Source: an optimization exercise on an open RTL-to-GDS flow (aim: small area). Production flows keep margins and buffers that such runs may drop.
Function was checked by simulation only, so behaviour that the tests miss may differ from the original.
Power is estimated from default activity; no workload was simulated.

==> flow/design.v <==
module top(
    input  wire clk,
    input  wire rst_n,
    input  wire dq_in,
    output wire dq_oe,
    input  wire rx,
    output wire tx,
    output wire SH_CP,
    output wire ST_CP,
    output wire DS
);
    reg [2:0]  d;
    reg [11:0] b;
    reg [2:0]  p1;
    reg [2:0]  m5;
    wire d_end  = (d == 3'd4);
    wire b_end  = (b == 12'd3999);
    wire t200   = (d == 3'd0) && (b == 12'd0 || b == 12'd2000);    
    wire w200   = d_end && (b == 12'd1999 || b_end);                 
    wire end_1s = w200 && p1 == 3'd7 && m5 == 3'd4;                  
    always @(posedge clk or negedge rst_n)
        if (!rst_n) begin
            d <= 3'd0; b <= 12'd0; p1 <= 3'd7; m5 <= 3'd4;
        end else begin
            d <= d_end ? 3'd0 : d + 3'd1;
            if (d_end) b <= b_end ? 12'd0 : b + 12'd1;
            if (t200) begin
                p1 <= p1 + 3'd1;
                if (p1 == 3'd7) m5 <= (m5 == 3'd4) ? 3'd0 : m5 + 3'd1;
            end
        end
    localparam S_IDLE = 3'd0, S_INIT = 3'd1, S_SKROM = 3'd2, S_SET = 3'd3,
               S_CONV = 3'd4, S_WAIT = 3'd5, S_READ = 3'd6, S_RDT = 3'd7;
    reg [2:0]  cs;
    reg        set_flag, convert_read;
    reg [1:0]  set_byte;
    reg [1:0]  cmd;
    reg [16:0] C;
    reg [1:0]  cmd_r;
    reg [11:0] cnt_60;       
    reg        end_init, end_bit, start_flag, cnt_byte;
    reg [2:0]  cnt_bit;
    reg        ok;
    reg [1:0]  ratio_num;
    reg        ratio_en;
    reg [11:0] R;            
    reg        samp;
    wire st_idle = cs == S_IDLE;
    wire st_init = cs == S_INIT;
    wire st_skrom = cs == S_SKROM;
    wire st_set  = cs == S_SET;
    wire st_conv = cs == S_CONV;
    wire st_wait = cs == S_WAIT;
    wire st_read = cs == S_READ;
    wire st_rdt  = cs == S_RDT;
    wire pres    = cmd_r == 2'd1;
    wire c_49999 = C[15:0] == 16'd49999;
    wire end_1000 = pres && c_49999;
    wire xb       = cmd_r == 2'd2 && !convert_read;
    wire end_1ms  = st_idle && (pres ? (C[15:0] == 16'd0) : xb ? (C == 17'd21998) : c_49999);
    wire end_750  = st_wait && C == 17'd99999;
    wire init2idle  = st_init && !ok && end_init;
    wire init2skrom = st_init && ok && end_init;
    wire skrom2set  = st_skrom && set_flag && end_bit;
    wire skrom2conv = st_skrom && !convert_read && end_bit;
    wire skrom2read = st_skrom && convert_read && end_bit;
    wire add_byte   = st_set && end_bit;
    wire set2idle   = add_byte && set_byte == 2'd3;
    wire conv2wait  = st_conv && ok;
    wire read2rdt   = st_read && ok;
    wire rdt2idle   = st_rdt && ok;
    reg [2:0] ns;
    always @(*) begin
        ns = cs;
        case (cs)
            S_IDLE:  if (end_1ms) ns = S_INIT;
            S_INIT:  if (init2idle) ns = S_IDLE; else if (init2skrom) ns = S_SKROM;
            S_SKROM: if (skrom2set) ns = S_SET; else if (skrom2conv) ns = S_CONV;
                     else if (skrom2read) ns = S_READ;
            S_SET:   if (set2idle) ns = S_IDLE;
            S_CONV:  if (conv2wait) ns = S_WAIT;
            S_WAIT:  if (end_750) ns = S_IDLE;
            S_READ:  if (read2rdt) ns = S_RDT;
            S_RDT:   if (rdt2idle) ns = S_IDLE;
        endcase
    end
    reg [7:0] sd;            
    always @(*) begin
        case (cs)
            S_SKROM: sd = 8'hcc;
            S_CONV:  sd = 8'h44;
            S_READ:  sd = 8'hbe;
            S_SET: case (set_byte)
                2'd0: sd = 8'h4e;
                2'd1: sd = 8'h2d;
                2'd2: sd = 8'hf6;
                default: sd = {1'b0, ~ratio_num, 5'h1f};
            endcase
            default: sd = 8'h00;
        endcase
    end
    wire [11:0] cu   = C[11:0];                        
    wire end_us      = start_flag && cu == 12'd3999;
    wire end_cnt_bit = end_us && cnt_bit == 3'd7;
    wire rd_slot     = start_flag && cmd_r == 2'd3;
    wire [3:0] idx   = {cnt_byte, cnt_bit};
    wire add_60      = C[15:0] > 16'd24999 && !dq_in;
    always @(posedge clk or negedge rst_n)
        if (!rst_n) begin
            cs <= S_IDLE; set_flag <= 1'b0; convert_read <= 1'b0;
            set_byte <= 2'd0; cmd <= 2'd0; C <= 17'd0;
            cmd_r <= 2'd0; start_flag <= 1'b0; cnt_bit <= 3'd0; cnt_byte <= 1'b0;
        end else begin
            cs <= ns;
            if (ratio_en) set_flag <= 1'b1;
            else if (set2idle) set_flag <= 1'b0;
            if (set2idle) convert_read <= 1'b0;
            else if (end_750) convert_read <= 1'b1;
            else if (rdt2idle) convert_read <= 1'b0;
            if (add_byte) set_byte <= set_byte + 2'd1;
            if (end_1ms) cmd <= 2'd1;
            else if (init2skrom || skrom2set || skrom2conv || skrom2read || add_byte) cmd <= 2'd2;
            else if (read2rdt) cmd <= 2'd3;
            else cmd <= 2'd0;
            if (pres) C <= (cmd[1] || c_49999) ? 17'd0 : C + 17'd1;
            else if (st_idle) begin
                if (xb && start_flag) C <= (end_us && cnt_bit != 3'd7) ? 17'd0 : C + 17'd1;
                else if (xb) C <= (C == 17'd0 || end_1ms) ? 17'd0 : C + 17'd1;
                else C <= c_49999 ? 17'd0 : C + 17'd1;
            end
            else if (st_wait) C <= end_750 ? 17'd0 : C + 17'd1;
            else if (start_flag) C <= end_us ? 17'd0 : C + 17'd1;
            if (cmd != 2'd0) cmd_r <= cmd;
            if (end_cnt_bit) start_flag <= 1'b0;
            else if (cnt_byte || cmd[1]) start_flag <= 1'b1;
            if (end_us) cnt_bit <= cnt_bit + 3'd1;
            if (cmd_r != 2'd3) cnt_byte <= 1'b0;
            else if (end_cnt_bit) cnt_byte <= ~cnt_byte;
        end
    always @(posedge clk) begin
        if (!pres) cnt_60 <= 12'd0;
        else if (add_60) cnt_60 <= end_1000 ? 12'd0 : (cnt_60 == 12'd2999) ? cnt_60 : cnt_60 + 12'd1;
        end_init <= end_1000;
        end_bit <= end_cnt_bit;
        ok <= pres ? (end_1000 && cnt_60 >= 12'd2999) :
              (cmd_r == 2'd2) ? end_cnt_bit :
              (cmd_r == 2'd3) ? (cnt_byte && end_cnt_bit) : 1'b0;
    end
    assign dq_oe = pres ? (C[15:0] <= 16'd24999) :
                   (cmd_r == 2'd0) ? 1'b0 :
                   !start_flag ? 1'b1 :
                   (cmd_r == 2'd2) ? (sd[cnt_bit] ? (cu <= 12'd349) : (cu <= 12'd3499)) :
                   (cu <= 12'd150);
    always @(posedge clk)
        if (rd_slot && cu == 12'd599) samp <= dq_in;
    integer i;
    always @(posedge clk or negedge rst_n)
        if (!rst_n) R <= 12'd0;
        else if (rd_slot && cu == 12'd602) begin
            for (i = 0; i < 11; i = i + 1)
                if (idx == i) R[i] <= samp;
            if (idx == 4'd15) R[11] <= samp;
        end
    wire sign_live = (rd_slot && idx == 4'd15 && cu >= 12'd600 && cu <= 12'd602) ? samp : R[11];
    wire [10:0] mag = R[11] ? (~R[10:0] + 11'd1) : R[10:0];
    wire [3:0]  fr  = mag[3:0];
    wire [6:0]  nn  = mag[10:4];
    wire [3:0]  d5  = nn / 7'd10;
    wire [3:0]  d4  = nn % 7'd10;
    function [3:0] fdig;     
        input [3:0] f;
        input [1:0] k;
        begin
            case (k)
                2'd0: fdig = f[0] ? 4'd5 : 4'd0;
                2'd1: case (f[1:0]) 2'd0: fdig = 4'd0; 2'd1: fdig = 4'd2; 2'd2: fdig = 4'd5; default: fdig = 4'd7; endcase
                2'd2: case (f[2:0]) 3'd0: fdig = 4'd0; 3'd1: fdig = 4'd6; 3'd2: fdig = 4'd2; 3'd3: fdig = 4'd8;
                                    3'd4: fdig = 4'd5; 3'd5: fdig = 4'd1; 3'd6: fdig = 4'd7; default: fdig = 4'd3; endcase
                default: case (f) 4'd0, 4'd1: fdig = 4'd0; 4'd2, 4'd3: fdig = 4'd1; 4'd4: fdig = 4'd2;
                                  4'd5, 4'd6: fdig = 4'd3; 4'd7: fdig = 4'd4; 4'd8, 4'd9: fdig = 4'd5;
                                  4'd10, 4'd11: fdig = 4'd6; 4'd12: fdig = 4'd7; 4'd13, 4'd14: fdig = 4'd8;
                                  default: fdig = 4'd9; endcase
            endcase
        end
    endfunction
    function [6:0] segtab;
        input [3:0] n;
        case (n)
            4'd0: segtab = 7'h40; 4'd1: segtab = 7'h79; 4'd2: segtab = 7'h24; 4'd3: segtab = 7'h30;
            4'd4: segtab = 7'h19; 4'd5: segtab = 7'h12; 4'd6: segtab = 7'h02; 4'd7: segtab = 7'h78;
            4'd8: segtab = 7'h00; 4'd9: segtab = 7'h10; 4'd10: segtab = 7'h08; 4'd11: segtab = 7'h03;
            4'd12: segtab = 7'h46; 4'd13: segtab = 7'h21; 4'd14: segtab = 7'h06; default: segtab = 7'h0e;
        endcase
    endfunction
    reg [3:0] num;
    always @(*) begin
        case (p1)
            3'd0, 3'd1, 3'd2, 3'd3: num = fdig(fr, p1[1:0]);
            3'd4: num = d4;
            3'd5: num = d5;
            default: num = 4'd0;
        endcase
    end
    wire [2:0] bi     = ~b[3:1];
    wire       dot_r  = (p1 != 3'd4) | (d == 3'd1 && b == 12'd0);
    wire [7:0] segv   = {dot_r, segtab(num)};
    wire       segbit = segv[bi];
    wire       selbit = (p1 == bi);
    reg sh_r, st_r, ds_r;
    always @(posedge clk) begin
        sh_r <= b[0];
        st_r <= (b[4:0] == 5'd0);
        if (!b[0]) ds_r <= b[4] ? selbit : segbit;
    end
    assign SH_CP = sh_r;
    assign ST_CP = st_r;
    assign DS    = ds_r;
    localparam R_IDLE = 2'd0, R_START = 2'd1, R_RECV = 2'd2, R_STOP = 2'd3;
    reg        rx0, rx1, rx2;
    reg [1:0]  rs;
    reg [8:0]  rcnt;
    reg [2:0]  rbit;
    reg        chk, rx_done, ratio_en2;
    reg        rb0, rb1, a9, aL;
    wire nedge = ~rx1 & rx2;
    wire end_r = rs != R_IDLE && rcnt == 9'd433;
    wire half  = rcnt == 9'd215;
    always @(posedge clk or negedge rst_n)
        if (!rst_n) begin
            rx0 <= 1'b0; rx1 <= 1'b0; rx2 <= 1'b0; rs <= R_IDLE; rbit <= 3'd0;
            rx_done <= 1'b0; ratio_en <= 1'b0; ratio_en2 <= 1'b0; ratio_num <= 2'd0;
        end else begin
            rx0 <= rx; rx1 <= rx0; rx2 <= rx1;
            case (rs)
                R_IDLE:  if (nedge) rs <= R_START;
                R_START: if (end_r && chk) rs <= R_RECV; else if (!chk) rs <= R_IDLE;
                R_RECV:  if (end_r && rbit == 3'd7) rs <= R_STOP;
                default: if (end_r || !chk) rs <= R_IDLE;
            endcase
            if (!chk) rbit <= 3'd0;
            else if (rs == R_RECV && end_r) rbit <= rbit + 3'd1;
            if (rs == R_IDLE) rx_done <= 1'b0;
            else if (rs == R_STOP && end_r) rx_done <= 1'b1;
            ratio_en <= rx_done;
            ratio_en2 <= ratio_en;
            if (ratio_en2) begin
                if (a9) ratio_num <= 2'd3;
                else if (aL && (rb0 || rb1)) ratio_num <= ~{rb1, rb0};
            end
        end
    always @(posedge clk) begin
        rcnt <= (rs == R_IDLE || end_r) ? 9'd0 : rcnt + 9'd1;
        case (rs)
            R_IDLE, R_RECV: chk <= 1'b1;
            R_START: if (half) chk <= ~rx2;
            default: if (half) chk <= rx2;
        endcase
        if (rs == R_RECV && half) begin
            case (rbit)
                3'd0: begin rb0 <= rx2; a9 <= rx2; aL <= 1'b1; end
                3'd1: begin rb1 <= rx2; a9 <= a9 & ~rx2; end
                3'd2: begin a9 <= a9 & ~rx2; aL <= aL & ~rx2; end
                3'd3, 3'd4: begin a9 <= a9 & rx2; aL <= aL & ~rx2; end
                3'd5: a9 <= a9 & rx2;
                3'd6: begin a9 <= a9 & ~rx2; aL <= aL & rx2; end
                default: begin a9 <= a9 & ~rx2; aL <= aL & ~rx2; end
            endcase
        end
    end
    report u_report(.clk(clk), .rst_n(rst_n), .end_1s(end_1s), .sign_live(sign_live),
                    .dig({d5, d4, fr}), .tx(tx));
endmodule
module report(
    input  wire        clk,
    input  wire        rst_n,
    input  wire        end_1s,       
    input  wire        sign_live,    
    input  wire [11:0] dig,          
    output wire        tx
);
    function [3:0] fdig;     
        input [3:0] f;
        input [1:0] k;
        begin
            case (k)
                2'd0: fdig = f[0] ? 4'd5 : 4'd0;
                2'd1: case (f[1:0]) 2'd0: fdig = 4'd0; 2'd1: fdig = 4'd2; 2'd2: fdig = 4'd5; default: fdig = 4'd7; endcase
                2'd2: case (f[2:0]) 3'd0: fdig = 4'd0; 3'd1: fdig = 4'd6; 3'd2: fdig = 4'd2; 3'd3: fdig = 4'd8;
                                    3'd4: fdig = 4'd5; 3'd5: fdig = 4'd1; 3'd6: fdig = 4'd7; default: fdig = 4'd3; endcase
                default: case (f) 4'd0, 4'd1: fdig = 4'd0; 4'd2, 4'd3: fdig = 4'd1; 4'd4: fdig = 4'd2;
                                  4'd5, 4'd6: fdig = 4'd3; 4'd7: fdig = 4'd4; 4'd8, 4'd9: fdig = 4'd5;
                                  4'd10, 4'd11: fdig = 4'd6; 4'd12: fdig = 4'd7; 4'd13, 4'd14: fdig = 4'd8;
                                  default: fdig = 4'd9; endcase
            endcase
        end
    endfunction
    localparam T_IDLE = 2'd0, T_START = 2'd1, T_SEND = 2'd2, T_STOP = 2'd3;
    reg [1:0]  ts;
    reg [8:0]  tcnt;
    reg [2:0]  tbit;
    reg        tx_done, tx_r, tx_start, sign_l;
    reg [3:0]  bcnt;
    reg [11:0] mr;           
    wire end_t = ts != T_IDLE && tcnt == 9'd433;
    wire add_b = tx_done && tx_start;
    wire end_b = add_b && bcnt == 4'd15;
    reg [7:0] tbyte;
    always @(*) begin
        case (bcnt)
            4'd0:  tbyte = 8'hce;
            4'd1:  tbyte = 8'hc2;
            4'd2:  tbyte = 8'hb6;
            4'd3:  tbyte = 8'hc8;
            4'd4:  tbyte = 8'h3a;
            4'd5:  tbyte = sign_l ? 8'h2d : 8'h2b;
            4'd6:  tbyte = (mr[11:8] > 4'd9) ? 8'h00 : {4'h3, mr[11:8]};
            4'd7:  tbyte = {4'h3, mr[7:4]};
            4'd8:  tbyte = 8'h2e;
            4'd9:  tbyte = {4'h3, fdig(mr[3:0], 2'd3)};
            4'd10: tbyte = {4'h3, fdig(mr[3:0], 2'd2)};
            4'd11: tbyte = {4'h3, fdig(mr[3:0], 2'd1)};
            4'd12: tbyte = {4'h3, fdig(mr[3:0], 2'd0)};
            4'd13: tbyte = 8'ha1;
            4'd14: tbyte = 8'he6;
            default: tbyte = 8'h0a;
        endcase
    end
    always @(posedge clk or negedge rst_n)
        if (!rst_n) begin
            ts <= T_IDLE; tbit <= 3'd0;
            tx_start <= 1'b0; bcnt <= 4'd0; mr <= 12'd0;
        end else begin
            case (ts)
                T_IDLE:  if (tx_start) ts <= T_START;
                T_START: if (end_t) ts <= T_SEND;
                T_SEND:  if (end_t && tbit == 3'd7) ts <= T_STOP;
                default: if (end_t) ts <= T_IDLE;
            endcase
            if (ts == T_SEND && end_t) tbit <= tbit + 3'd1;
            if (end_b) tx_start <= 1'b0;
            else if (end_1s) tx_start <= 1'b1;
            if (add_b) bcnt <= bcnt + 4'd1;
            if (ts == T_START && tcnt == 9'd1 && !tx_start) mr <= dig;
        end
    always @(posedge clk) begin
        tcnt <= (ts == T_IDLE || end_t) ? 9'd0 : tcnt + 9'd1;
        tx_done <= ts == T_STOP && end_t;
        case (ts)
            T_START: tx_r <= 1'b0;
            T_SEND:  tx_r <= tbyte[tbit];
            default: tx_r <= 1'b1;
        endcase
        if (ts == T_START && tcnt == 9'd432) sign_l <= sign_live;
    end
    assign tx = tx_r;
endmodule
==> flow/run.sh <==
#!/bin/bash
# synth_recipe.tcl (not shown) runs the flow's synth.tcl, then flattens the netlist and writes it again
# the make line also repeats each setting of config.mk as NAME=value (left out here)
make -C /OpenROAD-flow-scripts/flow DESIGN_CONFIG=/design/flow/config.mk WORK_HOME=/design/flow/orfs CLKGATE_MAP_FILE= SYNTH_SCRIPT=/design/flow/synth_recipe.tcl finish
==> flow/config.mk <==
export PLATFORM = sky130hd
export DESIGN_NAME = top
export DESIGN_NICKNAME = top
export VERILOG_FILES = /design/flow/design.v
export SDC_FILE = /design/flow/constraint.sdc
export NUM_CORES = 4
export LEC_CHECK = 0
export ABC_AREA = 1
export CAP_MARGIN = 20
export CORE_MARGIN = 2
export CORE_UTILIZATION = 70
export SLEW_MARGIN = 20
==> flow/constraint.sdc <==
create_clock -name core_clock -period 100.0 [get_ports {clk}]
set_input_delay 20.0000 -clock core_clock [delete_from_list [all_inputs] [get_ports {clk}]]
set_output_delay 20.0000 -clock core_clock [all_outputs]
set_load 0.01 [all_outputs]
==> impl_metrics.py, run 1 <==
metrics = {
    "synthesis": {
        "ys_warn_count": 2,
        "synth-xor-area-share_pct": 2.04,
        "ys_types": 61,
        "synth_fp_nets": 1429,
        "yosys.area_share.simple_pct": 28.6,
        "async_flop_share_pct": 69.2,
        "synth_seq_cells": 146,
        "syn_inst": 1354,
        "synth_top_family_by_area": "simple AND/OR/NAND/NOR gates",
        "syn-cell-area_mm2": 0.00990,
        "yosysTopAreaCell": "dfrtp_1",
        "synth_compound_area_share_pct": 14.8,
        "synth_area_leaders": "dfrtp_1, ha_1, inv_1",
        "syn_avg_cell_area_um2": 7.31,
        "synth_edf_count": 8,
        "synth_top_area_share_pct": 24.5,
        "ys.flop_type": "dfrtp_1",
        "yosysSeqAreaShare_pct": 35.5,
        "synth-adder-area-share_pct": 8.98,
        "synthMuxAreaShare_pct": 0.228,
    },
    "floorplanning": {
        "start_util_pct": 71.6,
        "fp.dieArea_mm2": 0.0151,
        "die_h_um": 123,
        "die_w_um": 123,
        "coreArea_mm2": 0.0138,
        "num_io_pins": 9,
        "num_rows": 43,
    },
    "clock_tree": {
        "clockBufferDepth": 2,
        "clk_pin_slew_ns": 0.06,
        "cts_resized": 0,
        "holdBufCountCts": 0,
        "htree_levels": 4,
        "insertion_delay_ns": 0.43,
        "cts_sinks": 146,
        "clockRootBuffer": "clkbuf_16",
        "cts_buffers": 17,
        "cts_tree": "yes",
        "cts_setup_buffers": 0,
    },
    "grt": {
        "antenna_found_initial": 0,
        "grt_start_max_net_pins": 69,
        "grt_pass1_vias": 8421,
        "grt_usage_pct": 30.7,
        "grt_pass1_wl_mm": 37.2,
        "grt-ovfl-total": 0,
    },
    "worst_setup_path": {
        "cpLargestDelayFamily": "compound AO/OA/AOI/OAI gates",
        "reg2reg_slack_ns": 94.22,
        "cp_slowest_cell": "clkdlybuf4s50_1",
        "crit_path_start_kind": "flop",
        "path_cells": "inv_1 > ha_1 > inv_1 > nand2_1 > o22ai_1 > o32ai_1 > nand2_1 > o2111ai_1 > nand2_1 > o21ai_0 > a31oi_1 > o21ai_0 > nand3_1 > nand2_1 > o21ai_0 > clkdlybuf4s50_1",
        "endpoint_kind": "output pin",
        "rr_startpoint": "R[0]$_DFFE_PN0P_",
        "crit_top_cell": "nand2_1",
        "cp_num_buf_inv": 3,
        "worstPathMaxFanout": 6,
        "critPathArrivalTime_ns": 3.10,
        "r2r-end": "ds_r$_DFFE_PN_",
        "r2r_cells": 46,
        "worstPathRequired_ns": 80.00,
        "max_stage_delay_ns": 0.57,
        "crit_type": "flop to output pin",
    },
    "detailed_routing": {
        "highest_layer": "met4",
        "drt_iter0_drc": 608,
        "drc": 0,
        "wl_per_cell_um": 14.2,
        "via_per_inst": 5.72,
        "dr_total_vias": 8924,
        "drt_first_pass_iters": 8,
        "ant_nets": 0,
        "wl_met2_mm": 10.9,
        "wl_met1_mm": 9.80,
        "wl_met3_um": 940,
        "wirelength_mm": 22.1,
    },
    "sta": {
        "rsz0062_at_grt": "no",
        "maxSlewViolCount": 0,
        "slew_headroom_pct": 31.2,
        "fmax_ghz": 0.0433,
        "fin_ws_ns": 76.90,
        "totalNegativeSetupSlack_ns": 0,
        "finalClockSkew_ns": 0.00827,
        "worst_pin_slew_ns": 1.03,
        "post-route-period-util_pct": 23.1,
        "hold_viol": 0,
        "setup_viol": 0,
        "fin_crit_ns": 23.10,
    },
    "cells_and_area": {
        "instances_no_fill": 1559,
        "syn_to_final_growth_pct": 8.26,
        "final_layout_size_suffix_gt1_share_pct": 7.18,
        "nFillCells": 1057,
        "fin_nets": 1441,
        "antenna_cells": 0,
    },
    "min_path": {
        "hold_path_class": "flop to flop",
        "worst_hold_path.endpoint": "rx1$_DFF_PN0_",
        "min-delay-start": "rx0$_DFF_PN0_",
        "min_path_cells": 0,
    },
    "job": {
        "maxCapViolations": 0,
    },
    "power_and_ir_drop": {
        "power.density_mw_per_mm2": 12.3,
        "peakVddDrop_mv": 0.0154,
        "p_leak_nw": 4.91,
    },
    "placement": {
        "place_inst": 1527,
        "numPortBuffers": 8,
        "place_ws_ns": 77.49,
        "dp_hpwl_mm": 16.4,
        "place.gp.congestion": 0.948,
    },
    "run_status": {
        "status": "no timing/DRC/antenna violations",
    },
}
## power breakdown
group	total [mW]	switching, mW	internal (mW)	leakage, nW
Sequential	0.0622	0.00130	0.0609	1.73
Combinational	0.00679	0.00468	0.00210	2.91
Clock	0.0623	0.0274	0.0349	0.275
## through the flow
| step | util [%] | power [mW] | instance area [um2] | hold slack [ns] |
|---|---|---|---|---|
| 2_1_floorplan | - | 0.0676 | 9900 | 0.331 |
| 3_3_place_gp | 73.4 | 0.0698 | 10100 | 0.347 |
| 3_5_place_dp | 73.4 | 0.0701 | 10100 | 0.361 |
| 4_1_cts | 77.5 | 0.132 | 10700 | 0.375 |
| 5_1_grt | 77.5 | 0.136 | 10700 | 0.374 |
| 6_report | 77.5 | 0.131 | 10700 | 0.373 |
## sequential cells by signal, indices dropped and copies added (netlist names), 3 cells and up
name and count:
u_report.tbit 3, b 12, C 17, cnt_60 12, rbit 3, rcnt 9
p1 3, u_report.bcnt 4, u_report.tcnt 9, d 3, m5 3, cnt_bit 3
R 12, u_report.mr 12, cs 3
## kinds of logic (layout without fill, tap and decap cells)
group / Yosys count / in the layout
buffers and inverters: 254 / 279
DFF: 146 / 146
adders and majority gates: 71 / 71
muxes: 2 / 2
xor gates and xnor gates: 23 / 23
AOI/OAI and AO/OA: 240 / 240
and+or+nand+nor: 618 / 618
## metal layers
| metal | track usage, % | vias up |
|---|---|---|
| li1 | - | 4514 |
| met1 | 37.8 | 4140 |
| met2 | 53.6 | 226 |
| met3 | 6.37 | 44 |
| met4 | 10.6 | 0 |
| met5 | 0 | - |
## synthesized netlist by cell type (18+ instances only)
library cell	count
inv_1	225
nand2_1	210
nor2_1	173
dfrtp_1	97
nand3_1	96
o21ai_0	81
ha_1	71
a21oi_1	67
nor3_1	50
dfxtp_1	37
xor2_1	21
nand2_2	19
nand4_1	18
## cell type report
type | count | area [um2] | share of cell area (%)
multi-input combinational | 954 | 5410 | 50.5
sequential | 146 | 3510 | 32.8
inverter | 236 | 891 | 8.31
clock buffer | 17 | 425 | 3.97
tap | 180 | 225 | 2.10
clock inverter | 15 | 146 | 1.37
timing repair buffer | 11 | 100 | 0.934
## placed cells by master (no fill, tap or decap), types with 19 or more instances in the layout
master,Yosys,layout
nand3_1,96,96
nand2_1,210,210
dfrtp_1,97,97
a21oi_1,67,67
ha_1,71,71
nor3_1,50,49
inv_1,225,225
dfxtp_1,37,37
xor2_1,21,21
o21ai_0,81,81
nand2_2,19,19
nor2_1,173,173
## worst max path at each step
stage	start	to	slack [ns]	depth (start not counted)
after global routing	set_byte[0]$_DFFE_PN0P_	dq_oe	76.76	16
after detailed placement	set_byte[0]$_DFFE_PN0P_	dq_oe	77.49	14
after global placement	set_byte[0]$_DFFE_PN0P_	dq_oe	77.51	16
after floorplan	cs[2]$_DFFE_PN0P_	dq_oe	78.20	15
after CTS	set_byte[0]$_DFFE_PN0P_	dq_oe	76.95	16
final	set_byte[0]$_DFFE_PN0P_	dq_oe	76.90	16
==> inputs of run 2 (changes only) <==
--- a/flow/design.v
+++ b/flow/design.v
@@ -38,7 +38,7 @@
     reg [16:0] C;
     reg [1:0]  cmd_r;
     reg [11:0] cnt_60;       
-    reg        end_init, end_bit, start_flag, cnt_byte;
+    reg        start_flag, cnt_byte;
     reg [2:0]  cnt_bit;
     reg        ok;
     reg [1:0]  ratio_num;
@@ -59,6 +59,8 @@
     wire xb       = cmd_r == 2'd2 && !convert_read;
     wire end_1ms  = st_idle && (pres ? (C[15:0] == 16'd0) : xb ? (C == 17'd21998) : c_49999);
     wire end_750  = st_wait && C == 17'd99999;
+    wire end_init   = pres && C == 17'd0;
+    wire end_bit    = !start_flag && cmd == 2'd0;
     wire init2idle  = st_init && !ok && end_init;
     wire init2skrom = st_init && ok && end_init;
     wire skrom2set  = st_skrom && set_flag && end_bit;
@@ -66,9 +68,9 @@
     wire skrom2read = st_skrom && convert_read && end_bit;
     wire add_byte   = st_set && end_bit;
     wire set2idle   = add_byte && set_byte == 2'd3;
-    wire conv2wait  = st_conv && ok;
-    wire read2rdt   = st_read && ok;
-    wire rdt2idle   = st_rdt && ok;
+    wire conv2wait  = st_conv && end_bit;
+    wire read2rdt   = st_read && end_bit;
+    wire rdt2idle   = st_rdt && end_bit && !cnt_byte;
     reg [2:0] ns;
     always @(*) begin
         ns = cs;
@@ -123,6 +125,7 @@
             else if (read2rdt) cmd <= 2'd3;
             else cmd <= 2'd0;
             if (pres) C <= (cmd[1] || c_49999) ? 17'd0 : C + 17'd1;
+            else if (cmd == 2'd1) C <= 17'h10000;
             else if (st_idle) begin
                 if (xb && start_flag) C <= (end_us && cnt_bit != 3'd7) ? 17'd0 : C + 17'd1;
                 else if (xb) C <= (C == 17'd0 || end_1ms) ? 17'd0 : C + 17'd1;
@@ -140,11 +143,7 @@
     always @(posedge clk) begin
         if (!pres) cnt_60 <= 12'd0;
         else if (add_60) cnt_60 <= end_1000 ? 12'd0 : (cnt_60 == 12'd2999) ? cnt_60 : cnt_60 + 12'd1;
-        end_init <= end_1000;
-        end_bit <= end_cnt_bit;
-        ok <= pres ? (end_1000 && cnt_60 >= 12'd2999) :
-              (cmd_r == 2'd2) ? end_cnt_bit :
-              (cmd_r == 2'd3) ? (cnt_byte && end_cnt_bit) : 1'b0;
+        ok <= end_1000 && cnt_60 >= 12'd2999;
     end
     assign dq_oe = pres ? (C[15:0] <= 16'd24999) :
                    (cmd_r == 2'd0) ? 1'b0 :
@@ -218,13 +217,28 @@
     localparam R_IDLE = 2'd0, R_START = 2'd1, R_RECV = 2'd2, R_STOP = 2'd3;
     reg        rx0, rx1, rx2;
     reg [1:0]  rs;
-    reg [8:0]  rcnt;
+    function [8:0] lfsr_step;
+        input [8:0] v;
+        lfsr_step = {v[7:0], v[8] ^ v[4]};
+    endfunction
+    function [8:0] lfsr_at;      
+        input integer n;
+        integer k;
+        reg [8:0] v;
+        begin
+            v = 9'h001;
+            for (k = 0; k < n; k = k + 1) v = lfsr_step(v);
+            lfsr_at = v;
+        end
+    endfunction
+    localparam [8:0] L215 = lfsr_at(215), L433 = lfsr_at(433);
+    reg [8:0]  rcnt;         
     reg [2:0]  rbit;
     reg        chk, rx_done, ratio_en2;
     reg        rb0, rb1, a9, aL;
     wire nedge = ~rx1 & rx2;
-    wire end_r = rs != R_IDLE && rcnt == 9'd433;
-    wire half  = rcnt == 9'd215;
+    wire end_r = rs != R_IDLE && rcnt == L433;
+    wire half  = rcnt == L215;
     always @(posedge clk or negedge rst_n)
         if (!rst_n) begin
             rx0 <= 1'b0; rx1 <= 1'b0; rx2 <= 1'b0; rs <= R_IDLE; rbit <= 3'd0;
@@ -249,7 +263,7 @@
             end
         end
     always @(posedge clk) begin
-        rcnt <= (rs == R_IDLE || end_r) ? 9'd0 : rcnt + 9'd1;
+        rcnt <= (rs == R_IDLE || end_r) ? 9'h001 : lfsr_step(rcnt);
         case (rs)
             R_IDLE, R_RECV: chk <= 1'b1;
             R_START: if (half) chk <= ~rx2;
@@ -296,12 +310,27 @@
     endfunction
     localparam T_IDLE = 2'd0, T_START = 2'd1, T_SEND = 2'd2, T_STOP = 2'd3;
     reg [1:0]  ts;
-    reg [8:0]  tcnt;
+    function [8:0] lfsr_step;
+        input [8:0] v;
+        lfsr_step = {v[7:0], v[8] ^ v[4]};
+    endfunction
+    function [8:0] lfsr_at;      
+        input integer n;
+        integer k;
+        reg [8:0] v;
+        begin
+            v = 9'h001;
+            for (k = 0; k < n; k = k + 1) v = lfsr_step(v);
+            lfsr_at = v;
+        end
+    endfunction
+    localparam [8:0] L1 = lfsr_at(1), L432 = lfsr_at(432), L433 = lfsr_at(433);
+    reg [8:0]  tcnt;         
     reg [2:0]  tbit;
     reg        tx_done, tx_r, tx_start, sign_l;
     reg [3:0]  bcnt;
     reg [11:0] mr;           
-    wire end_t = ts != T_IDLE && tcnt == 9'd433;
+    wire end_t = ts != T_IDLE && tcnt == L433;
     wire add_b = tx_done && tx_start;
     wire end_b = add_b && bcnt == 4'd15;
     reg [7:0] tbyte;
@@ -340,17 +369,17 @@
             if (end_b) tx_start <= 1'b0;
             else if (end_1s) tx_start <= 1'b1;
             if (add_b) bcnt <= bcnt + 4'd1;
-            if (ts == T_START && tcnt == 9'd1 && !tx_start) mr <= dig;
+            if (ts == T_START && tcnt == L1 && !tx_start) mr <= dig;
         end
     always @(posedge clk) begin
-        tcnt <= (ts == T_IDLE || end_t) ? 9'd0 : tcnt + 9'd1;
+        tcnt <= (ts == T_IDLE || end_t) ? 9'h001 : lfsr_step(tcnt);
         tx_done <= ts == T_STOP && end_t;
         case (ts)
             T_START: tx_r <= 1'b0;
             T_SEND:  tx_r <= tbyte[tbit];
             default: tx_r <= 1'b1;
         endcase
-        if (ts == T_START && tcnt == 9'd432) sign_l <= sign_live;
+        if (ts == T_START && tcnt == L432) sign_l <= sign_live;
     end
     assign tx = tx_r;
 endmodule
--- a/flow/config.mk
+++ b/flow/config.mk
@@ -8,5 +8,6 @@
 export ABC_AREA = 1
 export CAP_MARGIN = 20
 export CORE_MARGIN = 2
-export CORE_UTILIZATION = 70
+export CORE_UTILIZATION = 80
+export CTS_BUF_LIST = sky130_fd_sc_hd__clkbuf_4 sky130_fd_sc_hd__clkbuf_8
 export SLEW_MARGIN = 20
==> run 2 against run 1 <==
  * Still clean on timing, DRC and antenna
  * Worst hold slack worse by 0.019 ns
  * Synthesized cell count down 1.8%
  * Total power down 12%
  * Largest power group is now sequential cells
  * Highest routed layer unchanged
==> impl_metrics.py, run 2 <==
metrics = {
    "clock_tree": {
        "cts_buffers": 17,
        "clk_pin_slew_ns": 0.08,
        "cts_setup_buffers": 0,
        "cts_resized": 0,
        "htree_levels": 4,
        "cts_sinks": 144,
        "insertion_delay_ns": 0.46,
        "clockRootBuffer": "clkbuf_8",
        "cts_tree": "yes",
        "clockBufferDepth": 2,
        "holdBufCountCts": 0,
    },
    "floorplanning": {
        "die_h_um": 114,
        "coreArea_mm2": 0.0119,
        "num_io_pins": 9,
        "die_w_um": 114,
        "fp.dieArea_mm2": 0.0130,
        "start_util_pct": 81.1,
        "num_rows": 40,
    },
    "synthesis": {
        "syn_inst": 1329,
        "ys_warn_count": 2,
        "synth_area_leaders": "dfrtp_1, inv_1, ha_1",
        "synth_top_family_by_area": "simple AND/OR/NAND/NOR gates",
        "synth_fp_nets": 1399,
        "ys.flop_type": "dfrtp_1",
        "synth_compound_area_share_pct": 13.8,
        "yosys.area_share.simple_pct": 29.1,
        "ys_top_cells_by_count": "inv_1, nand2_1, nor2_1, dfrtp_1, nand3_1",
        "syn-cell-area_mm2": 0.00966,
        "yosysTopAreaCell": "dfrtp_1",
        "synth_seq_cells": 144,
        "synthMuxAreaShare_pct": 0.570,
        "syn_avg_cell_area_um2": 7.27,
        "synth-adder-area-share_pct": 8.55,
        "async_flop_share_pct": 70.1,
        "yosysSeqAreaShare_pct": 36.0,
        "synth_top_area_share_pct": 25.1,
        "ys_types": 60,
        "yosysMostFrequentCell": "inv_1",
        "synth-xor-area-share_pct": 2.16,
        "synth_edf_count": 8,
    },
    "worst_setup_path": {
        "endpoint_kind": "output pin",
        "critPathArrivalTime_ns": 3.05,
        "path_cells": "inv_1 > ha_1 > nand2_1 > nand4_1 > a211o_1 > nand4_1 > o22ai_1 > a21oi_1 > o31ai_1 > nand3_1 > nand2_1 > o21ai_0 > clkdlybuf4s50_1",
        "crit_path_start_kind": "flop",
        "r2r_cells": 45,
        "worstPathRequired_ns": 80.00,
        "max_stage_delay_ns": 0.58,
        "worst-path-stages": 13,
        "worstPathMaxFanout": 6,
        "crit_type": "flop to output pin",
        "cp_num_buf_inv": 2,
        "cpLargestDelayFamily": "compound AO/OA/AOI/OAI gates",
        "cp_slowest_cell": "clkdlybuf4s50_1",
    },
    "min_path": {
        "min_path_cells": 0,
        "hold_path_class": "flop to flop",
    },
    "placement": {
        "numPortBuffers": 8,
        "place_inst": 1469,
        "place_ws_ns": 77.47,
        "dp_hpwl_mm": 16.4,
        "placed_cell_area_mm2": 0.00986,
        "place.gp.congestion": 0.966,
    },
    "sta": {
        "setup_viol": 0,
        "rsz0062_at_grt": "no",
        "worst_pin_slew_ns": 0.665,
        "fin_crit_ns": 23.05,
        "totalNegativeSetupSlack_ns": 0,
        "maxSlewViolCount": 0,
        "finalClockSkew_ns": 0.0156,
        "hold_viol": 0,
        "post-route-period-util_pct": 23.1,
        "slew_headroom_pct": 55.3,
        "fmax_ghz": 0.0434,
        "fin_ws_ns": 76.95,
    },
    "cells_and_area": {
        "syn_to_final_growth_pct": 6.43,
        "final_area_mm2": 0.0103,
        "utilization_pct": 86.3,
        "instances_no_fill": 1503,
        "antenna_cells": 0,
        "nFillCells": 715,
        "final_common_cell": "inv_1",
        "layout_common_cells": "inv_1, nand2_1, nor2_1",
        "top_register": "C",
        "largest_reg_flops": 17,
        "final_layout_size_suffix_gt1_share_pct": 6.86,
        "fin_nets": 1413,
    },
    "grt": {
        "antenna_found_initial": 0,
        "grt-ovfl-total": 0,
        "grt_usage_pct": 36.3,
        "grt_start_max_net_pins": 79,
        "grt_pass1_vias": 8646,
        "grt_pass1_wl_mm": 38.4,
    },
    "power_and_ir_drop": {
        "peakVddDrop_mv": 0.0135,
        "power.density_mw_per_mm2": 11.3,
        "p_switching_uw": 31.9,
        "p_int_uw": 84.2,
        "swShare_pct": 27.5,
        "comb_power_share_pct": 7.4,
        "pwr-share-seq_pct": 53.2,
        "p_leak_nw": 4.75,
        "p_clk_share_pct": 39.3,
    },
    "job": {
        "maxCapViolations": 0,
    },
    "detailed_routing": {
        "drt_first_pass_iters": 6,
        "drt_iter0_drc": 972,
        "wirelength_mm": 22.6,
        "via_per_inst": 6.04,
        "dr_total_vias": 9078,
        "drc": 0,
        "wl_per_cell_um": 15.1,
        "ant_nets": 0,
    },
    "run_status": {
        "status": "no timing/DRC/antenna violations",
    },
}
## run 2: power groups by stage
stage                     Combinational [mW]  Clock (mW)  Sequential [mW]
after floorplan                      0.00534           0           0.0625
after global placement               0.00726           0           0.0628
after detailed placement             0.00801           0           0.0628
after CTS                            0.00839      0.0461           0.0617
after global routing                 0.00957      0.0482           0.0619
final                                0.00863      0.0457           0.0618
## run 2: path summary, 6_finish.rpt
check	from	end	slack [ns]
max	set_byte[0]$_DFFE_PN0P_	dq_oe	76.95
min reg2reg	rx0$_DFF_PN0_	rx1$_DFF_PN0_	0.35
min in group asynchronous	rst_n	u_report.mr[7]$_DFFE_PN0P_	19.44
min	rx0$_DFF_PN0_	rx1$_DFF_PN0_	0.35
max reg2reg	R[0]$_DFFE_PN0P_	ds_r$_DFFE_PN_	94.09
max in group asynchronous	rst_n	m5[2]$_DFFE_PN1P_	79.55
## run 2: routing by layer
layer / up-vias / track usage [%] / wire [um]
met1: 4198 / 45.7 / 9580
met3: 66 / 6.85 / 1390
met4: 0 / 14.2 / 613
met5: - / 0 / 0
li1: 4415 / - / -
met2: 399 / 62.1 / 11100
## run 2: layout make-up
class,instances,area [um2],share of cell area [%]
Sequential cell,144,3470,33.8
Clock buffer,20,263,2.56
Clock inverter,12,124,1.21
Multi-Input combinational cell,934,5230,50.9
Timing Repair Buffer,11,118,1.14
Inverter,235,887,8.63
Tap cell,147,184,1.79
## run 2: cells by family after synthesis
logic type,after synthesis
simple gates,614
buf+inv,251
compound gates,226
flops,144
fa+ha+maj,66
xor+xnor,23
mux,5
## run 2: per-stage QoR
stage	total power [mW]	hold slack (ns)
2_1_floorplan	0.0678	0.331
3_3_place_gp	0.0700	0.336
3_5_place_dp	0.0708	0.336
4_1_cts	0.116	0.355
5_1_grt	0.120	0.370
6_report	0.116	0.354
## run 2: worst register-to-register path: cells and delay by family (launching register included)
kind	cells	cell delay [ns]
AND/OR/NAND/NOR	29	2.65
adder cells (fa/ha/maj)	5	1.09
buffers and inverters	8	0.79
AO/OA/AOI/OAI	3	0.72
flip-flops	1	0.47
==> inputs of run 3 (changes only) <==
--- a/flow/config.mk
+++ b/flow/config.mk
@@ -9,5 +9,5 @@
 export CAP_MARGIN = 20
 export CORE_MARGIN = 2
 export CORE_UTILIZATION = 80
-export CTS_BUF_LIST = sky130_fd_sc_hd__clkbuf_4 sky130_fd_sc_hd__clkbuf_8
+export CTS_BUF_LIST = sky130_fd_sc_hd__clkbuf_8
 export SLEW_MARGIN = 20
==> run 3 against run 2 <==
  * Worst hold slack gained 0.0067 ns
  * Maximum frequency about the same
  * First-iteration DRC count grew 10%
  * Combinational power down 2.7%
  * Still clean
  * Critical endpoint unchanged
  * Register-to-register slack about the same
  * Final cell count unchanged
  * Highest routed layer unchanged
  * Core utilization shrank 0.063 points
  * Cell area is essentially flat
  * Die area unchanged
==> impl_metrics.py, run 3 <==
metrics = {
    "run_status": {
        "status": "no timing/DRC/antenna violations",
    },
    "worst_setup_path": {
        "crit_start": "C[11]$_DFFE_PN0P_",
        "crit_top_cell": "nor2_1",
        "cp_num_buf_inv": 3,
        "path_cells": "nor2_1 > inv_1 > nor2_1 > inv_1 > nor2_1 > nand4_1 > o21a_1 > a21oi_1 > o31ai_1 > nand3_1 > nand2_1 > o21ai_0 > clkdlybuf4s50_1",
        "critPathArrivalTime_ns": 3.04,
        "endpoint_kind": "output pin",
        "worstPathRequired_ns": 80.00,
        "r2r_cells": 45,
        "rr_startpoint": "R[0]$_DFFE_PN0P_",
        "worstPathMaxFanout": 5,
        "r2r-end": "ds_r$_DFFE_PN_",
        "cp_slowest_cell": "clkdlybuf4s50_1",
        "max_stage_delay_ns": 0.58,
        "reg2reg_slack_ns": 94.09,
        "cpLargestDelayFamily": "simple AND/OR/NAND/NOR gates",
        "crit_type": "flop to output pin",
        "crit_path_start_kind": "flop",
    },
    "floorplanning": {
        "coreArea_mm2": 0.0119,
        "num_rows": 40,
        "num_io_pins": 9,
        "start_util_pct": 81.1,
        "die_h_um": 114,
        "fp.dieArea_mm2": 0.0130,
        "die_w_um": 114,
    },
    "clock_tree": {
        "cts_resized": 0,
        "cts_buffers": 17,
        "cts_sinks": 144,
        "clockBufferDepth": 2,
        "cts_tree": "yes",
        "cts_setup_buffers": 0,
        "holdBufCountCts": 0,
        "insertion_delay_ns": 0.46,
        "clockRootBuffer": "clkbuf_8",
        "clk_pin_slew_ns": 0.09,
        "htree_levels": 4,
    },
    "grt": {
        "grt_usage_pct": 35.7,
        "grt-ovfl-total": 0,
        "grt_pass1_vias": 8668,
        "grt_start_max_net_pins": 79,
        "antenna_found_initial": 0,
        "grt_pass1_wl_mm": 38.0,
    },
    "synthesis": {
        "yosysTopAreaCell": "dfrtp_1",
        "ys_warn_count": 2,
        "synth-xor-area-share_pct": 2.16,
        "yosysMostFrequentCell": "inv_1",
        "synth_top_area_share_pct": 25.1,
        "syn_inst": 1329,
        "synth_area_leaders": "dfrtp_1, inv_1, ha_1",
        "ys.flop_type": "dfrtp_1",
        "synthMuxAreaShare_pct": 0.570,
        "synth_fp_nets": 1399,
        "synth_seq_cells": 144,
        "yosysSeqAreaShare_pct": 36.0,
        "yosys.area_share.simple_pct": 29.1,
        "ys_types": 60,
        "synth_top_family_by_area": "simple AND/OR/NAND/NOR gates",
        "synth-adder-area-share_pct": 8.55,
        "syn_avg_cell_area_um2": 7.27,
        "async_flop_share_pct": 70.1,
        "syn-cell-area_mm2": 0.00966,
        "ys_top_cells_by_count": "inv_1, nand2_1, nor2_1, dfrtp_1, nand3_1",
        "synth_compound_area_share_pct": 13.8,
        "synth_edf_count": 8,
    },
    "sta": {
        "hold_ws_ns": 0.361,
        "post-route-period-util_pct": 23.0,
        "finalClockSkew_ns": 0.0150,
        "setup_viol": 0,
        "worst_pin_slew_ns": 0.662,
        "fmax_ghz": 0.0434,
        "totalNegativeSetupSlack_ns": 0,
        "maxSlewViolCount": 0,
        "hold_viol": 0,
        "rsz0062_at_grt": "no",
        "fin_crit_ns": 23.04,
        "slew_headroom_pct": 55.5,
    },
    "placement": {
        "dp_hpwl_mm": 16.4,
        "place.gp.congestion": 0.966,
        "numPortBuffers": 8,
    },
    "cells_and_area": {
        "layout_common_cells": "inv_1, nand2_1, nor2_1",
        "antenna_cells": 0,
        "multi_input_area_mm2": 0.00523,
        "largest_reg_flops": 17,
        "fin_nets": 1413,
        "final_layout_size_suffix_gt1_share_pct": 6.71,
        "final_common_cell": "inv_1",
        "syn_to_final_growth_pct": 6.35,
        "nFillCells": 715,
        "top_register": "C",
        "seq_area_mm2": 0.00347,
    },
    "detailed_routing": {
        "drt_first_pass_iters": 7,
        "drt_iter0_drc": 1074,
        "wl_per_cell_um": 15.0,
        "ant_nets": 0,
        "wirelength_mm": 22.5,
        "drc": 0,
        "dr_total_vias": 9043,
        "via_per_inst": 6.02,
    },
    "min_path": {
        "hold_path_class": "flop to flop",
        "min-delay-start": "rx0$_DFF_PN0_",
        "min_path_cells": 0,
        "worst_hold_path.endpoint": "rx1$_DFF_PN0_",
    },
    "power_and_ir_drop": {
        "peakVddDrop_mv": 0.0171,
        "p_leak_nw": 4.75,
        "power.density_mw_per_mm2": 11.2,
    },
    "job": {
        "maxCapViolations": 0,
    },
}
## run 3: worst max path at each step
| stage | to | cells after the start |
|---|---|---|
| after global routing | dq_oe | 13 |
| after global placement | dq_oe | 13 |
| after detailed placement | dq_oe | 13 |
| after floorplan | dq_oe | 11 |
| final | dq_oe | 13 |
| after CTS | dq_oe | 13 |
## run 3: cell type report
class / instances / area share, %
flip-flops and latches: 144 / 33.8
multi-input cells: 934 / 50.9
clock inverters: 14 / 1.28
repair buffers: 11 / 1.15
inverters: 235 / 8.64
well taps: 147 / 1.79
clock buffers: 18 / 2.41
## run 3: per-stage QoR
stage | area, um2 | util, % | std cells | power, mW | setup slack (ns)
after global placement | 9860 | 82.8 | 1469 | 0.0700 | 77.53
after floorplan | 9660 | - | 1329 | 0.0678 | 78.17
after detailed placement | 9860 | 82.8 | 1469 | 0.0708 | 77.47
final | 10300 | 86.2 | 1503 | 0.115 | 76.96
after CTS | 10200 | 85.9 | 1501 | 0.115 | 76.96
after global routing | 10300 | 86.2 | 1503 | 0.118 | 76.68
## run 3: cell families after synthesis
family	Yosys count
buffers and inverters	251
adder cells (fa/ha/maj)	66
AO/OA/AOI/OAI	226
AND/OR/NAND/NOR	614
multiplexers	5
XOR/XNOR	23
flip-flops	144
## run 3: routing by layer
| layer | vias up | GRT usage [%] | routed length [um] |
|---|---|---|---|
| li1 | 4410 | - | - |
| met1 | 4209 | 45.1 | 9620 |
| met2 | 352 | 61.2 | 11000 |
| met3 | 72 | 6.96 | 1340 |
| met4 | 0 | 13.7 | 600 |
| met5 | - | 0 | 0 |
## run 3: power breakdown
group | leakage (nW) | total, mW | internal, mW | switching (mW)
logic | 2.85 | 0.00840 | 0.00251 | 0.00589
clock network | 0.194 | 0.0449 | 0.0207 | 0.0242
registers | 1.71 | 0.0617 | 0.0602 | 0.00149
total | 4.75 | 0.115 | 0.0834 | 0.0316

-- afterwards: timing with drivers on the ports --
In the flow no input, the clock included, has a driving cell. The finished layouts below were timed again as built, in two steps.
Step 1, drivers: a clkbuf_16 drives clk and a buf_2 each remaining input, both assumed.
Step 2 also shifts input and output timing later by t, the mid clock arrival at the registers, as if the neighbouring blocks saw the same clock.
a / b / c = no drivers / after step 1 / after step 2; a / b = the first two.
| run | t (ns) | slack for setup (ns) | pins driven straight from the clock port |
|---|---|---|---|
| run 1 | 0.473 | 76.897 / 76.852 / 77.325 | 1 |
| run 2 | 0.494 | 76.948 / 76.909 / 77.403 | 1 |
| run 3 | 0.495 | 76.956 / 76.917 / 77.412 | 1 |
After both steps setup and hold are still met in every run listed.
